Context: an optimization exercise on an open-source flow, tuned for small area and a short achievable clock period. The choices shown serve that exercise and are no tape-out recipe.
The RTL was checked by simulation tests, not by an equivalence proof against the original design.
Power and IR drop assume default switching activity.

Setup of JK:
==> flow/design.v (excerpt) <==
module fadd_p2 (input wire [31:0] x1,
                input wire [31:0] x2,
                output reg [31:0] y,
                output reg        ovf,
                input wire        clk,
                input wire        rstn);
export LEC_CHECK = 0
export ABC_AREA = 1
export CAP_MARGIN = 20
export CORE_MARGIN = 2
export CORE_UTILIZATION = 45
export CTS_BUF_LIST = sky130_fd_sc_hd__clkbuf_8
export PLACE_DENSITY = 0.6
export SLEW_MARGIN = 20
create_clock -name core_clock -period 15.0 [get_ports {clk}]
standard.sh (not shown) runs the stock make flow with config.mk's settings and CLKGATE_MAP_FILE= SYNTH_SCRIPT=/design/flow/synth_recipe.tcl, a recipe that flattens the netlist after the stock synthesis.
==> flow/flow/run.sh <==
#!/bin/bash
# Standard ORFS layout with small port buffers and a tighter setup target for repair_timing.
set -euo pipefail
export BUFFER_PORTS_ARGS="-buffer_cell sky130_fd_sc_hd__buf_1"
export SETUP_SLACK_MARGIN=8.8
bash standard.sh > standard.log 2>&1
JK went all the way through synthesis, placement and routing and the layout is clean on timing, DRC and antenna.
## Diff of input files: MS against JK
Settings: swapping 0.6 for 0.7 in PLACE_DENSITY; swapping 45 for 55 in CORE_UTILIZATION.
--- a/flow/flow/run.sh
+++ b/flow/flow/run.sh
@@ -3,4 +3,4 @@
 set -euo pipefail
 export BUFFER_PORTS_ARGS="-buffer_cell sky130_fd_sc_hd__buf_1"
-export SETUP_SLACK_MARGIN=8.8
+export SETUP_SLACK_MARGIN=8.5
 bash standard.sh > standard.log 2>&1
==> comparison <==
On design area, JK loses to MS. Relative to JK, the routed wire length measured on MS has decreased by a little under 10%. On first-pass GRT wire length: between MS and JK, it ends up higher for JK. Power: MS vs JK down 0.083 mW. Against JK, MS reports a total via count after detailed routing that is higher. Net switching share of the total power sits higher in MS than in JK. | count of standard-cell rows | MS vs JK | 5 lower |.
Edits applied to the flow inputs when going from MS to AL:
Settings: CORE_UTILIZATION changed from 55 to 45; PLACE_DENSITY changed from 0.7 to 0.6.
==> flow/flow/run.sh <==
#!/bin/bash
# Standard ORFS layout, except: synthesis leaves adders to ABC (no full/half-adder
# cell extraction), ports get small buffers, and repair_timing aims for extra setup slack.
set -euo pipefail
export BUFFER_PORTS_ARGS="-buffer_cell sky130_fd_sc_hd__buf_1"
export SETUP_SLACK_MARGIN=8.5
bash standard.sh ADDER_MAP_FILE= finish > standard.log 2>&1
## What came out
The category of the most critical setup path comes out flip-flop to output port in one run and input port to flip-flop in the other, namely in AL and MS respectively.
Final critical-path share of the clock period, MS and AL: lower on MS
Between MS and AL, the global-route usage is lower for AL.
AL vs. MS: number of clock buffers in the layout lower; total area of multi-input combinational cells lower; final cell count higher.
Setup changes, AL to TR
==> flow/flow/run.sh <==
#!/bin/bash
# Standard ORFS layout with small port buffers and a tighter setup target for repair_timing.
set -euo pipefail
export BUFFER_PORTS_ARGS="-buffer_cell sky130_fd_sc_hd__buf_1"
export SETUP_SLACK_MARGIN=8.5
export RECOVER_POWER=100
bash standard.sh > standard.log 2>&1
### Flow results
TR finished every stage; the final checks, however, were not passed, the failures being capacitance limit, slew limit.
In the flow results for TR and AL, the worst IR drop on VDD is larger on TR.
TR: final cycle utilization of the critical path 16 points above AL
Between TR and AL, the layout-stage area growth over the synthesis result is lower for TR.
TR vs AL — number of ordinary and repair buffers in the finished layout rose about 2.8%.
Relative to AL, time the worst path needs with I/O delays and setup has increased by 2470 ps in TR.
Diff AL -> TR: clock group share of total power decreased 0.8 points, part of the total power dissipated in sequential elements decreased 4.1 points, maximum clock rate decreased about 28%.

---

## violet
fadd_p2 again, from the RTL that the note above started with.
clock: 15.0 ns
lec_check: 0
abc_area: 1
cap_margin: 20
core_margin: 2
core_utilization: 45
cts_buf_list: sky130_fd_sc_hd__clkbuf_16
cts_cluster_diameter: 200
cts_cluster_size: 40
place_density: 0.6
slew_margin: 20
==> flow/flow/run.sh <==
#!/bin/bash
# Standard ORFS layout with small port buffers and a tighter setup target for repair_timing.
set -euo pipefail
export BUFFER_PORTS_ARGS="-buffer_cell sky130_fd_sc_hd__buf_1"
export SETUP_SLACK_MARGIN=8.5
bash standard.sh > standard.log 2>&1
Having completed the whole flow, violet delivered a layout that passed the timing, design-rule and antenna checks.
## Diff of input files: ember against violet
# violet
export LEC_CHECK = 0
export ABC_AREA = 1
export CAP_MARGIN = 20
export CORE_MARGIN = 2
export CORE_UTILIZATION = 45
export CTS_BUF_LIST = sky130_fd_sc_hd__clkbuf_16
export CTS_CLUSTER_DIAMETER = 200
export CTS_CLUSTER_SIZE = 40
export PLACE_DENSITY = 0.6
export SLEW_MARGIN = 20
create_clock -name core_clock -period 15.0 [get_ports {clk}]
# ember
export LEC_CHECK = 0
export ABC_AREA = 1
export CAP_MARGIN = 20
export CORE_MARGIN = 2
export CORE_UTILIZATION = 65
export CTS_BUF_LIST = sky130_fd_sc_hd__clkbuf_8
export PLACE_DENSITY = 0.8
export SLEW_MARGIN = 20
create_clock -name core_clock -period 15.0 [get_ports {clk}]
Notes after the runs:
NOTE: endpoint required time on the critical path in ember exceeds that of violet. miar[7]$_DFF_P_ as the end of the critical path was reported by violet, and miar[14]$_DFF_P_ by ember. Cmp ember and violet / switching part of the total / lower: violet. Comparing ember with violet, the sequential cell count came out essentially unchanged.
The following lists how willow was set up differently from ember:
# ember
export LEC_CHECK = 0
export ABC_AREA = 1
export CAP_MARGIN = 20
export CORE_MARGIN = 2
export CORE_UTILIZATION = 65
export CTS_BUF_LIST = sky130_fd_sc_hd__clkbuf_8
export PLACE_DENSITY = 0.8
export SLEW_MARGIN = 20
create_clock -name core_clock -period 15.0 [get_ports {clk}]
# willow
export LEC_CHECK = 0
export ABC_AREA = 1
export CAP_MARGIN = 20
export CORE_MARGIN = 2
export CORE_UTILIZATION = 45
export CTS_BUF_LIST = sky130_fd_sc_hd__clkbuf_8
export PLACE_DENSITY = 0.6
export SLEW_MARGIN = 20
create_clock -name core_clock -period 15.0 [get_ports {clk}]
diff --git a/flow/flow/run.sh b/flow/flow/run.sh
--- a/flow/flow/run.sh
+++ b/flow/flow/run.sh
@@ -5,0 +6 @@
+export RECOVER_POWER=50
==> comparison <==
- Number of cells in the design after placement of willow exceeds that of ember by a few percent.
- Ran to the end and failed final checks on max-capacitance violations, max-slew violations: willow.
- Reported for willow and ember, share of async-settable or async-resettable flops after synthesis turned out identical to the last digit.
- ember has a higher global placer's final weighted congestion than willow.

## port drivers added, routing unchanged
In the flow no input, the clock included, has a driving cell. The finished layouts below were timed again as built, in two steps.
Step 1 sets driving cells, clkbuf_16 on the clock port and buf_2 on the other inputs (assumed; they add their load-dependent delay and slew).
Step 2 moves the port delays by t, midway between the first and last clock arrival at a register: inputs arrive t later, outputs are due t later. That takes back most of the time a late clock gives input paths.
Slacks: ideal ports / drivers / drivers and shift; pairs: ideal ports / drivers.
| run | t, ns | setup WS [ns] | worst hold slack (ns) | worst setup path at the end | slew at the worst register clock pin (ns) |
|---|---|---|---|---|---|
| JK | 0.416 | 8.957 / 8.953 / 8.537 | 0.424 / 0.424 / 0.424 | input to register | 0.11 / 0.11 |
| MS | 0.428 | 8.831 / 8.846 / 8.418 | 0.439 / 0.439 / 0.439 | input to register | 0.11 / 0.11 |
| AL | 0.430 | 8.717 / 8.677 / 8.471 | 0.381 / 0.381 / 0.381 | input to register | 0.11 / 0.11 |
| TR | 0.414 | 6.242 / 6.256 / 5.841 | 0.423 / 0.423 / 0.423 | input to register | 0.11 / 0.11 |
| violet | 0.388 | 8.815 / 8.835 / 8.448 | 0.419 / 0.419 / 0.419 | input to register | 0.07 / 0.07 |
| ember | 0.428 | 8.772 / 8.790 / 8.361 | 0.455 / 0.455 / 0.455 | input to register | 0.11 / 0.11 |
| willow | 0.414 | 6.246 / 6.259 / 5.845 | 0.424 / 0.424 / 0.424 | input to register | 0.11 / 0.11 |
For JK, which loses most, drivers alone change the setup slack by -0.004 ns; drivers and shift together by -0.420 ns.
